From an optimization exercise on the open Yosys and OpenROAD flow, aimed at small area; shortcuts taken in it are not production practice. In this exercise RTL edits were held to simulation tests only and were not proved equivalent to the original. Power is estimated from default activity; no workload was simulated.

==> flow/design.v <==
module MIPS(
    clk,
    rst_n,
    in_valid,
    instruction,
    output_reg,
    out_valid,
    out_1,
    out_2,
    out_3,
    out_4,
    instruction_fail
);
input clk;
input rst_n;
input in_valid;
input [31:0] instruction;
input [19:0] output_reg;
output logic out_valid, instruction_fail;
output logic [31:0] out_1, out_2, out_3, out_4;
function automatic [5:0] dec(input [2:0] c);
    dec[0] = ~c[2] & ~c[1] & ~c[0];
    dec[1] = ~c[2] & ~c[1] &  c[0];
    dec[2] = ~c[2] &  c[1] & ~c[0];
    dec[3] = ~c[2] &  c[1] &  c[0];
    dec[4] =  c[2] & ~c[0];
    dec[5] =  c[2] &  c[0];
endfunction
function automatic legal_reg(input [4:0] r);
    legal_reg = (r == 5'd8) || (r == 5'd16) || (r == 5'd17) ||
                (r == 5'd18) || (r == 5'd23) || (r == 5'd31);
endfunction
logic is_r, is_i, funct_ok, legal_r, legal_i;
logic [1:0] st0;
always_comb begin
    is_r = instruction[31:26] == 6'b000000;
    is_i = instruction[31:26] == 6'b001000;
    case (instruction[5:0])
        6'b100000, 6'b100100, 6'b100101, 6'b100111, 6'b000000, 6'b000010: funct_ok = 1'b1;
        default: funct_ok = 1'b0;
    endcase
    legal_i = is_i & legal_reg(instruction[25:21]) & legal_reg(instruction[20:16]);
    legal_r = is_r & legal_reg(instruction[25:21]) & legal_reg(instruction[20:16]) &
              legal_reg(instruction[15:11]) & funct_ok;
    st0[1] = in_valid & (legal_r | legal_i);
    st0[0] = in_valid & ~legal_r;
end
logic [1:0] st1, st2, st3, st4;
logic [2:0] rs1, rs2, rs3, rt1, rt2, rt3;
logic [15:0] imm1, imm2, imm3;
logic [11:0] or1, or2, or3, or4;
always_ff @(posedge clk or negedge rst_n) begin
    if (!rst_n) begin
        st1 <= 2'b00;
        st2 <= 2'b00;
        st3 <= 2'b00;
        st4 <= 2'b00;
    end else begin
        st1 <= st0;
        st2 <= st1;
        st3 <= st2;
        st4 <= st3;
    end
end
always_ff @(posedge clk) begin
    rs1  <= {instruction[24], instruction[22], instruction[21]};
    rt1  <= {instruction[19], instruction[17], instruction[16]};
    imm1 <= instruction[15:0];
    or1  <= {output_reg[18], output_reg[16], output_reg[15],
             output_reg[13], output_reg[11], output_reg[10],
             output_reg[8],  output_reg[6],  output_reg[5],
             output_reg[3],  output_reg[1],  output_reg[0]};
    rs2 <= rs1;  rt2 <= rt1;  imm2 <= imm1;  or2 <= or1;
    rs3 <= rs2;  rt3 <= rt2;  imm3 <= imm2;  or3 <= or2;
    or4 <= or3;
end
logic [31:0] rf [0:5];
logic [5:0] wr;    
logic is_addi3, we3;
logic [5:0] rs_sel, rt_sel, wsel;
logic [31:0] a, b, rtv, sum, lg, shx, shy, wdata;
logic [4:0] shamt;
logic [31:0] g, p, gg, pp;
logic [2:0] dst;
always_comb begin
    is_addi3 = st3[1] & st3[0];
    we3 = st3[1];
    rs_sel = dec(rs3) & wr;
    rt_sel = dec(rt3) & wr & {6{~st3[0]}};
    a = 32'd0;
    rtv = 32'd0;
    for (int i = 0; i < 6; i++) begin
        a   = a   | (rf[i] & {32{rs_sel[i]}});
        rtv = rtv | (rf[i] & {32{rt_sel[i]}});
    end
    b = rtv | {16'd0, imm3 & {16{st3[0]}}};
    g = a & b;
    p = a ^ b;
    gg = g; pp = p;
    for (int l = 0; l < 5; l++)
        for (int i = 0; i < 32; i++)
            if ((i >> l) % 2 == 1) begin
                gg[i] = gg[i] | (pp[i] & gg[((i >> l) << l) - 1]);
                pp[i] = pp[i] & pp[((i >> l) << l) - 1];
            end
    sum[0] = p[0];
    for (int i = 1; i < 32; i++)
        sum[i] = p[i] ^ gg[i - 1];
    if (imm3[1])
        lg = ~(a | rtv);
    else if (imm3[0])
        lg = a | rtv;
    else
        lg = a & rtv;
    shamt = imm3[10:6];
    for (int i = 0; i < 32; i++)
        shx[i] = imm3[1] ? rtv[i] : rtv[31 - i];
    shy = shx >> shamt;
    if (st3[0] | (imm3[5] & ~imm3[2]))
        wdata = sum;
    else if (imm3[5])
        wdata = lg;
    else
        for (int i = 0; i < 32; i++)
            wdata[i] = imm3[1] ? shy[i] : shy[31 - i];
    dst = st3[0] ? rt3 : {imm3[14], imm3[12], imm3[11]};
    wsel = dec(dst) & {6{we3}};
end
always_ff @(posedge clk or negedge rst_n) begin
    if (!rst_n)
        wr <= 6'd0;
    else
        wr <= wr | wsel;
end
always_ff @(posedge clk) begin
    for (int i = 0; i < 6; i++)
        if (wsel[i])
            rf[i] <= wdata;
end
logic [5:0] s1, s2, s3, s4;
logic oe;
always_comb begin
    oe = st4[1];
    s1 = dec(or4[2:0])  & wr & {6{oe}};
    s2 = dec(or4[5:3])  & wr & {6{oe}};
    s3 = dec(or4[8:6])  & wr & {6{oe}};
    s4 = dec(or4[11:9]) & wr & {6{oe}};
    out_1 = 32'd0;
    out_2 = 32'd0;
    out_3 = 32'd0;
    out_4 = 32'd0;
    for (int i = 0; i < 6; i++) begin
        out_1 = out_1 | (rf[i] & {32{s1[i]}});
        out_2 = out_2 | (rf[i] & {32{s2[i]}});
        out_3 = out_3 | (rf[i] & {32{s3[i]}});
        out_4 = out_4 | (rf[i] & {32{s4[i]}});
    end
    out_valid = st4[1] | st4[0];
    instruction_fail = ~st4[1] & st4[0];
end
endmodule
==> flow/config.mk <==
export PLATFORM = sky130hd
export DESIGN_NAME = MIPS
export DESIGN_NICKNAME = MIPS
export VERILOG_FILES = /design/flow/design.v
export SDC_FILE = /design/flow/constraint.sdc
export NUM_CORES = 4
export LEC_CHECK = 0
export CAP_MARGIN = 10
export CELL_PAD_IN_SITES_DETAIL_PLACEMENT = 1
export CELL_PAD_IN_SITES_GLOBAL_PLACEMENT = 1
export CORE_MARGIN = 2
export CORE_UTILIZATION = 40
export PLACE_DENSITY = 0.45
export SLEW_MARGIN = 10
==> flow/constraint.sdc <==
create_clock -name core_clock -period 6.5 [get_ports {clk}]
set_input_delay 1.3000 -clock core_clock [delete_from_list [all_inputs] [get_ports {clk}]]
set_output_delay 1.3000 -clock core_clock [all_outputs]
set_load 0.01 [all_outputs]
standard.sh (not shown) runs the stock make flow with config.mk's settings and CLKGATE_MAP_FILE= SYNTH_SCRIPT=/design/flow/synth_recipe.tcl, a recipe that flattens the netlist after the stock synthesis.
==> flow/flow/run.sh <==
#!/bin/bash
# The standard layout (standard.sh), with these changes:
#  - ports are buffered with the smallest buffer (buf_1) instead of the default;
#  - CTS uses clkbuf_8 with sink clusters of up to 20 and inserts no dummy loads.
set -euo pipefail
export BUFFER_PORTS_ARGS="-buffer_cell sky130_fd_sc_hd__buf_1"
export CTS_ARGS="-sink_clustering_enable -repair_clock_nets -dont_use_dummy_load -buf_list {sky130_fd_sc_hd__clkbuf_8} -sink_clustering_size 20 -sink_clustering_max_diameter 60"
bash standard.sh > standard.log 2>&1
Next try:
--- a/flow/design.v
+++ b/flow/design.v
@@ -100,7 +100,13 @@
     for (int l = 0; l < 5; l++)
         for (int i = 0; i < 32; i++)
-            if ((i >> l) % 2 == 1) begin
-                gg[i] = gg[i] | (pp[i] & gg[((i >> l) << l) - 1]);
-                pp[i] = pp[i] & pp[((i >> l) << l) - 1];
+            if ((i % (2 << l)) == (2 << l) - 1) begin
+                gg[i] = gg[i] | (pp[i] & gg[i - (1 << l)]);
+                pp[i] = pp[i] & pp[i - (1 << l)];
+            end
+    for (int l = 3; l >= 0; l--)
+        for (int i = 0; i < 32; i++)
+            if ((i % (2 << l)) == (1 << l) - 1 && i >= (2 << l)) begin
+                gg[i] = gg[i] | (pp[i] & gg[i - (1 << l)]);
+                pp[i] = pp[i] & pp[i - (1 << l)];
             end
     sum[0] = p[0];
Outcome:
- final cell count is lower by 0.97%
- design area is higher by 0.40%
- non-clock buffer count came out lower by 14
- combinational power shrinks by about 5%
- worst setup slack gets worse by 0.21 ns
- worst hold slack is worse by 0.061 ns
- clock-buffer cell count goes up by 4
- total power rises by 2.2%
- clock power climbs by about 10%
- synthesized area goes up by 0.92%
- routed wire length is higher by 0.79%
- global-route usage is higher by 0.25 points

========
RTL: the design.v shown in full above, as it stands there.
export LEC_CHECK = 0
export CAP_MARGIN = 10
export CELL_PAD_IN_SITES_DETAIL_PLACEMENT = 1
export CELL_PAD_IN_SITES_GLOBAL_PLACEMENT = 1
export CORE_MARGIN = 2
export CORE_UTILIZATION = 40
export PLACE_DENSITY = 0.45
export SLEW_MARGIN = 10
create_clock -name core_clock -period 6.5 [get_ports {clk}]
==> flow/flow/run.sh <==
#!/bin/bash
# The standard layout (standard.sh), with these changes:
#  - ports are buffered with the smallest buffer (buf_1) instead of the default;
#  - CTS uses clkbuf_4 with sink clusters of up to 10 and inserts no dummy loads.
set -euo pipefail
export BUFFER_PORTS_ARGS="-buffer_cell sky130_fd_sc_hd__buf_1"
export CTS_ARGS="-sink_clustering_enable -repair_clock_nets -dont_use_dummy_load -buf_list {sky130_fd_sc_hd__clkbuf_4} -sink_clustering_size 10 -sink_clustering_max_diameter 50"
bash standard.sh > standard.log 2>&1
==> next run, changes <==
--- a/flow/design.v
+++ b/flow/design.v
@@ -77,5 +77,5 @@
 logic [31:0] rf [0:5];
 logic [5:0] wr;    
-logic is_addi3, we3;
+logic is_addi3, we3, sll3, srl3;
 logic [5:0] rs_sel, rt_sel, wsel;
 logic [31:0] a, b, rtv, sum, lg, shx, shy, wdata;
@@ -86,6 +86,8 @@
     is_addi3 = st3[1] & st3[0];
     we3 = st3[1];
-    rs_sel = dec(rs3) & wr;
-    rt_sel = dec(rt3) & wr & {6{~st3[0]}};
+    sll3 = ~st3[0] & ~imm3[5] & ~imm3[1];
+    srl3 = ~st3[0] & ~imm3[5] &  imm3[1];
+    rs_sel = dec(sll3 ? rt3 : rs3) & wr & {6{~srl3}};
+    rt_sel = dec(rt3) & wr & {6{~st3[0] & ~sll3}};
     a = 32'd0;
     rtv = 32'd0;
@@ -115,5 +117,5 @@
     shamt = imm3[10:6];
     for (int i = 0; i < 32; i++)
-        shx[i] = imm3[1] ? rtv[i] : rtv[31 - i];
+        shx[i] = rtv[i] | a[31 - i];
     shy = shx >> shamt;
     if (st3[0] | (imm3[5] & ~imm3[2]))
Effect: The changed run completed with no timing, DRC or antenna violations; first-iteration DRC count went up by 20%; sequential share of layout area goes down by 2.7 points; non-clock buffer count climbs by 70; die area rose by 5.7%; design area climbs by 7.3%; count of clock-buffer cells in the layout does not change; worst setup slack got worse by 0.038 ns; area after synthesis went up by 5.8%; flip-flop and latch count does not change; wire length increases by 16%; power came out higher by 11%; sequential power hardly moves.

[re-timing with driven ports]
Ports are ideal in the flow. The routed layouts listed here were re-timed in OpenROAD. Step 1 sets driving cells, clkbuf_16 on the clock port and buf_2 on the other inputs (assumed; they add their load-dependent delay and slew). Step 2 also shifts input and output timing later by t, the mid clock arrival at the registers, as if the neighbouring blocks saw the same clock. Slacks: ideal / step 1 / step 2; pairs: ideal / step 1.
| run | t, ns | setup slack, ns | clock arrival spread, ns | cell pins on the clock port's net |
|---|---|---|---|---|
| the first run of note 1 | 0.677 | 0.492 / 0.492 / 0.492 | 0.142 / 0.141 | 1 |
| the second run of note 1 | 0.643 | 0.284 / 0.284 / 0.284 | 0.084 / 0.083 | 1 |
| the first run of note 2 | 0.786 | 0.403 / 0.403 / 0.403 | 0.224 / 0.224 | 1 |
| the second run of note 2 | 0.834 | 0.364 / 0.364 / 0.364 | 0.098 / 0.098 | 1 |
After both steps every run listed still meets setup and hold.
